Context: an optimization exercise on an open-source flow, tuned for small area and a short achievable clock period. The choices shown serve that exercise and are no tape-out recipe. For this run, only the layout was checked, not whether the RTL still works. Power is estimated from default activity; no workload was simulated.

==> design.v <==
module mdrow #(parameter W = 32)
  (
   input [W-1:0]  r,
   input [W-1:0]  x,
   input          ci,
   input          en,
   input          dv,
   input          mul,
   output [W-1:0] ro,
   output         q);
   reg [W-1:0] ra, g, t, c;
   reg         co;
   integer     l, i;
   always @(*) begin
      ra = r;
      ra[0] = r[0] & ~mul;
      g = ra & x;
      t = ra | x;
      g[0] = g[0] | (t[0] & ci);
      for (l = 0; (1 << l) < W; l = l + 1)
        for (i = (2 << l) - 1; i < W; i = i + (2 << l)) begin
           g[i] = g[i] | (t[i] & g[i - (1 << l)]);
           t[i] = t[i] & t[i - (1 << l)];
        end
      for (l = 8; l >= 0; l = l - 1)
        if ((2 << l) < W)
          for (i = 3 * (1 << l) - 1; i < W; i = i + (2 << l)) begin
             g[i] = g[i] | (t[i] & g[i - (1 << l)]);
             t[i] = t[i] & t[i - (1 << l)];
          end
      c[0] = ci;
      for (i = 1; i < W; i = i + 1)
        c[i] = g[i-1];
      co = g[W-1];
   end
   wire sel = mul ? r[0] : en & (co | ~dv);
   assign q  = co & en;
   assign ro = ra ^ ({W{sel}} & (x ^ c));
endmodule
module dsp_alu
  (
   input             clk,
   input [2:0]       ctrl,
   input [31:0]      src_a, src_b,
   output [31:0]     result);
   localparam K1 = 23, K2 = 6;
   function [31:0] top_and(input [31:0] x);
      integer l, i;
      reg [31:0] p;
      begin
         for (i = 0; i < 32; i = i + 1)
           p[i] = x[31 - i];
         for (l = 0; l < 5; l = l + 1)
           for (i = 31; i >= 0; i = i - 1)
             if ((i >> l) & 1)
               p[i] = p[i] & p[((i >> l) << l) - 1];
         top_and = p;
      end
   endfunction
   wire [31:0] a = src_a, b = src_b;
   wire op_slt = ctrl == 3'd7;
   wire [31:0] r0 = op_slt ? b : ctrl == 3'd0 ? (a & b) : ctrl == 3'd1 ? (a | b) : a;
   wire [31:0] x0 = (op_slt ? a : b) ^ {32{ctrl == 3'd4 || ctrl == 3'd6 || op_slt}};
   wire [31:0] rv [0:32];
   wire [31:0] xv [0:32];
   wire [31:0] qv [0:32];
   wire [2:0]  cv [0:32];
   wire        dvv [0:32];
   wire        mlv [0:32];
   assign rv[32] = r0;
   assign xv[32] = x0;
   assign qv[32] = 32'd0;
   assign cv[32] = ctrl;
   assign dvv[32] = ctrl == 3'd4;
   assign mlv[32] = ctrl == 3'd3;
   genvar j;
   generate
      for (j = 31; j >= 0; j = j - 1) begin : row
         wire [31:0] ri, xi, qi;
         wire [2:0]  ci;
         wire        dv, mul;
         if (j == K1 - 1 || j == K2 - 1) begin : cut
            reg [31:0]  r_q, x_q;
            reg [31:j+1] q_q;
            reg [2:0]   c_q;
            reg         dv_q, mul_q;
            always @(posedge clk) begin
               dv_q <= dvv[j+1];
               mul_q <= mlv[j+1];
               r_q <= rv[j+1];
               x_q <= xv[j+1];
               q_q <= qv[j+1][31:j+1];
               c_q <= cv[j+1];
            end
            assign ri = r_q; assign xi = x_q; assign ci = c_q;
            assign dv = dv_q; assign mul = mul_q;
            assign qi = {q_q, {(j+1){1'b0}}};
         end else begin : nocut
            assign ri = rv[j+1]; assign xi = xv[j+1]; assign qi = qv[j+1];
            assign ci = cv[j+1];
            assign dv = dvv[j+1]; assign mul = mlv[j+1];
         end
         wire [31:0] ta = top_and(xi);
         wire en;
         if (j == 0) begin : r0en
            assign en = dv | ci == 3'd2 | ci == 3'd5 | ci == 3'd6 | ci == 3'd7;
         end else begin : rnen
            assign en = dv & ta[j-1];
         end
         wire [31-j:0] ro;
         wire          q;
         mdrow #(.W(32 - j)) u_row
           (.r(ri[31:j]), .x(xi[31-j:0]),
            .ci(j == 0 ? (dv | ci == 3'd6) : dv),
            .en(en), .dv(dv), .mul(mul), .ro(ro), .q(q));
         if (j == 0) begin : lsb
            assign rv[j] = ro;
         end else begin : rest
            assign rv[j] = {ro, ri[j-1:0]};
         end
         assign qv[j] = qi | ({31'd0, q} << j);
         assign xv[j] = xi;
         assign cv[j] = ci;
         assign dvv[j] = dv;
         assign mlv[j] = mul;
      end
   endgenerate
   wire [31:0] res = (cv[0] == 3'd4 || cv[0] == 3'd7) ? qv[0] : rv[0];
   generate
      if (K2 == 0) begin : outreg
         reg [31:0] res_q;
         always @(posedge clk) res_q <= res;
         assign result = res_q;
      end else begin : outcomb
         assign result = res;
      end
   endgenerate
endmodule
==> run.sh <==
#!/bin/bash
# synth_recipe.tcl (not shown) runs the flow's synth.tcl, then flattens the netlist and writes it again
# the make line also repeats each setting of config.mk as NAME=value (left out here)
make -C /OpenROAD-flow-scripts/flow DESIGN_CONFIG=/design/flow/config.mk WORK_HOME=/design/flow/orfs CLKGATE_MAP_FILE= SYNTH_SCRIPT=/design/flow/synth_recipe.tcl finish
==> config.mk <==
export PLATFORM = sky130hd
export DESIGN_NAME = dsp_alu
export DESIGN_NICKNAME = dsp_alu
export VERILOG_FILES = /design/flow/design.v
export SDC_FILE = /design/flow/constraint.sdc
export NUM_CORES = 4
export LEC_CHECK = 0
export ABC_AREA = 1
export CAP_MARGIN = 20
export CORE_MARGIN = 2
export CORE_UTILIZATION = 40
export CTS_CLUSTER_DIAMETER = 60
export CTS_CLUSTER_SIZE = 12
export SLEW_MARGIN = 20
export SYNTH_HIERARCHICAL = 1
==> constraint.sdc <==
create_clock -name core_clock -period 70.0 [get_ports {clk}]
set_input_delay 14.0000 -clock core_clock [delete_from_list [all_inputs] [get_ports {clk}]]
set_output_delay 14.0000 -clock core_clock [all_outputs]
set_load 0.01 [all_outputs]
==> results.sh <==
export IMPL_vdd_drop_max_uv=26.4
export IMPL_syn_cell_area_sq_um=38600
export IMPL_synth_nets=7113
export IMPL_final_area_sq_um=41000
export IMPL_multi_input_comb_area_sq_um=29400
export IMPL_crit_path_frequent_cell="nand2_2"
export IMPL_fp_dieArea_sq_um=99000
export IMPL_gp_congestion=0.904
export IMPL_dp_cells=8353
export IMPL_nets=7175
export IMPL_cp_start_kind="register"
export IMPL_wl_microns=114000
export IMPL_cts_hold_fix_buffers=0
export IMPL_cp_slowest_cell="dfxtp_2"
export IMPL_start_util_pct=40.5
export IMPL_drv_slew=0
export IMPL_syn_avg_cell_area_sq_um=5.48
export IMPL_post_route_util_pct=43.0
export IMPL_clk_pin_slew_ns=0.08
export IMPL_yosys_cell_types_count=61
export IMPL_synth_edff_count=0
export IMPL_dp_slack_ns=39.66
export IMPL_clkSinkCount=173
export IMPL_endpoint="row[5].cut.r_q[9]"
export IMPL_instances_no_fill=8387
export IMPL_antenna_found_initial=15
export IMPL_final_setup_tns_ns=0
export IMPL_io_pins=100
export IMPL_drt_pass1_iterations=5
export IMPL_cp_startpoint="row[22].cut.x_q[6]"
export IMPL_tightest_slew_ns=1.20
export IMPL_cts_resized_gates=0
export IMPL_required_ns=70.39
export IMPL_final_hold_viol_count=0
export IMPL_fp_row_count=113
export IMPL_grt_pass1_wl_microns=183000
export IMPL_clk_latency_ns=0.48
export IMPL_seq_area_frac_synth_pct=8.97
export IMPL_ant_nets=0
export IMPL_dpl_cell_area_sq_um=40400
export IMPL_area_growth_pct=6.17
export IMPL_clock_path_buffers=2
export IMPL_fill_cells=10400
export IMPL_grt_max_degree=63
export IMPL_power_leakage_nw=21.7
export IMPL_r2r_end="row[5].cut.r_q[9]"
export IMPL_synth_async_sr_flop_share_pct=0
export IMPL_r2r_start="row[22].cut.x_q[6]"
export IMPL_gr_total_overflow=0
export IMPL_finalPower_mw=1.38
export IMPL_drc=0
export IMPL_maxCapViolCount=0
export IMPL_r2r_setup_slack_ns=39.37
export IMPL_post_drt_wl_per_cell_microns=13.6
export IMPL_ff2ff_path_depth=246
export IMPL_power_per_cell_area_nw_per_um2=33.6
export IMPL_setup_viol=0
export IMPL_ff_latch_area_sq_um=3480
export IMPL_crit_type="register to register"
export IMPL_port_buffers=99
export IMPL_max_stage_delay_ns=0.80
export IMPL_routed_via_density=4.87
export IMPL_yosysWarnings=39
export IMPL_layout_drive_gt1_share_pct=11.6
export IMPL_synth_cells=7045
export IMPL_fin_crit_ns=30.63
export IMPL_cp_end_kind="register"
export IMPL_cts_tree="yes"
export IMPL_die_x_microns=315
export IMPL_track_usage_pct=22.7
export IMPL_status="complete, no violations"
export IMPL_drt_iter0_markers=2838
export IMPL_post_route_period_util_pct=43.8
export IMPL_ys_flop_type="dfxtp_1"
export IMPL_dp_hpwl_microns=90100
export IMPL_root_buffer="clkbuf_16"
export IMPL_max_freq_mhz=32.6
export IMPL_numCtsBuffers=17
export IMPL_cp_max_fo=46
export IMPL_max_slew_margin_rel_pct=19.1
export IMPL_rsz0062_at_grt="false"
export IMPL_htree_num_levels=4
export IMPL_worst_hold_slack_ns=0.321
export IMPL_core_area_sq_um=95300
export IMPL_hp_class="register to register"
export IMPL_synth_seq_cells=173
export IMPL_crit_arrival_ns=31.03
export IMPL_grt_pass1_vias=35500
export IMPL_num_vias=40900
export IMPL_die_h_microns=315
export IMPL_worst_slack_ns=39.37
export IMPL_fin_skew_ns=0.0139
export IMPL_post_cts_buffers=0
cell usage after synthesis, types with 5 or more instances:
cell type / number / area (sq um)
o21ai_0: 118 / 591
maj3_1: 16 / 160
xor2_2: 7 / 114
nand2_8: 5 / 100
a211oi_1: 9 / 67.6
buf_12: 10 / 200
nand3_2: 71 / 711
o21a_1: 11 / 82.6
nand4_1: 38 / 238
nor2_1: 547 / 2050
buf_4: 7 / 52.6
buf_8: 17 / 255
inv_2: 20 / 75.1
a221oi_1: 6 / 52.6
nand2_2: 267 / 1670
mux2_2: 32 / 360
a31oi_1: 124 / 776
nand3_1: 486 / 2430
nand3b_1: 25 / 188
xnor2_1: 132 / 1160
nor3_1: 48 / 240
inv_1: 1212 / 4550
buf_6: 52 / 586
buf_2: 14 / 70.1
nor2_2: 71 / 444
o21ai_1: 22 / 110
nor2_4: 11 / 124
o211ai_1: 11 / 82.6
o221ai_1: 5 / 43.8
and2_1: 21 / 131
nand2_1: 2320 / 8710
a21o_1: 5 / 37.5
or2_1: 21 / 131
nand2_4: 164 / 1850
dfxtp_1: 173 / 3460
a21oi_1: 392 / 1960
or2_2: 51 / 319
o21ai_2: 7 / 61.3
xor2_1: 454 / 3980
final cells by class:
type	count	area share, %
antenna	2	0.0122
sequential	173	8.50
multi-input combinational	5534	71.6
tap	1265	3.86
clock buffer	19	1.08
timing repair buffer	147	3.30
clock inverter	13	0.302
inverter	1234	11.3
state kept, by name, indices dropped and copies added (netlist names):
register and cells:
row.cut.c_q 6, row.cut.dv_q 2, row.cut.mul_q 2, row.cut.q_q 35, row.cut.r_q 64, row.cut.x_q 64
per-layer routing:
metal | routed length, microns | share of wire (%) | global-route usage [%]
met1 | 54700 | 48 | 31.1
met2 | 50100 | 44 | 37.1
met3 | 6060 | 5.3 | 3.15
met4 | 2780 | 2.4 | 6.02
met5 | 13 | 0.011 | 0
cells by family after synthesis:
group           synth area share (%)
mux                            0.933
compound gates                  10.4
simple gates                    50.5
fa+ha+maj                      0.415
flops                           8.97
buf+inv                         15.1
xor+xnor                        13.7
where the power goes:
part / switching (mW) / leakage (nW) / internal, mW / total, mW
combinational: 0.749 / 20.0 / 0.393 / 1.14
clock: 0.0483 / 0.266 / 0.0477 / 0.0960
sequential: 0.0276 / 1.45 / 0.113 / 0.141
critical path: cells and delay by family, from the launching register on:
kind	cells	cell delay [ns]
and+or+nand+nor	205	21.40
buffers and inverters	3	0.63
DFF	1	0.80
xor gates and xnor gates	8	2.30
AOI/OAI and AO/OA	30	5.11
cell usage in the layout (no fill, tap or decap), types with 46 or more instances in the layout:
| cell type | n |
|---|---|
| clkdlybuf4s50_1 | 99 |
| o21ai_0 | 118 |
| a21oi_1 | 391 |
| nor3_1 | 46 |
| inv_1 | 1212 |
| or2_2 | 51 |
| nand3_2 | 71 |
| xor2_1 | 454 |
| nand2_4 | 164 |
| nand2_1 | 2320 |
| a31oi_1 | 124 |
| dfxtp_1 | 156 |
| nand2_2 | 267 |
| buf_4 | 48 |
| nor2_2 | 71 |
| nand3_1 | 486 |
| xnor2_1 | 132 |
| nor2_1 | 547 |
worst min path at each step:
| stage | start | endpoint | slack [ns] | cells past startpoint |
|---|---|---|---|---|
| global placement | row[22].cut.q_q[31] | row[5].cut.q_q[31] | 0.31 | 0 |
| CTS | row[22].cut.r_q[3] | row[5].cut.r_q[3] | 0.32 | 0 |
| detailed placement | row[22].cut.c_q[2] | row[5].cut.c_q[2] | 0.31 | 0 |
| finish | row[22].cut.r_q[3] | row[5].cut.r_q[3] | 0.32 | 0 |
| global route | row[22].cut.q_q[30] | row[5].cut.q_q[30] | 0.34 | 0 |
| floorplan | row[22].cut.c_q[0] | row[5].cut.c_q[0] | 0.31 | 0 |

-- separate check: timing with driven ports --
The flow's constraints put no driver on any port. The routed layout listed below was extracted and timed again, unchanged, in two steps. Step 1 (the two cells are an assumption about what drives the block):
set clk [get_ports {clk}]
set_driving_cell -lib_cell sky130_fd_sc_hd__clkbuf_16 $clk
set_driving_cell -lib_cell sky130_fd_sc_hd__buf_2 [delete_from_list [all_inputs] $clk]
Step 2 also shifts input and output timing later by t, the mid clock arrival at the registers, as if the neighbouring blocks saw the same clock. a / b / c = no drivers / after step 1 / after step 2; a / b = the first two.
shift t [ns]: 0.543
setup slack, ns: 39.368 / 39.368 / 39.368
clock arrival spread, ns: 0.014 / 0.014
worst register clock-pin slew, ns: 0.08 / 0.08
pins driven straight from the clock port: 1
After both steps setup and hold are still met in this run. For this run, drivers alone change the setup slack by 0.000 ns; drivers and shift together by 0.000 ns.
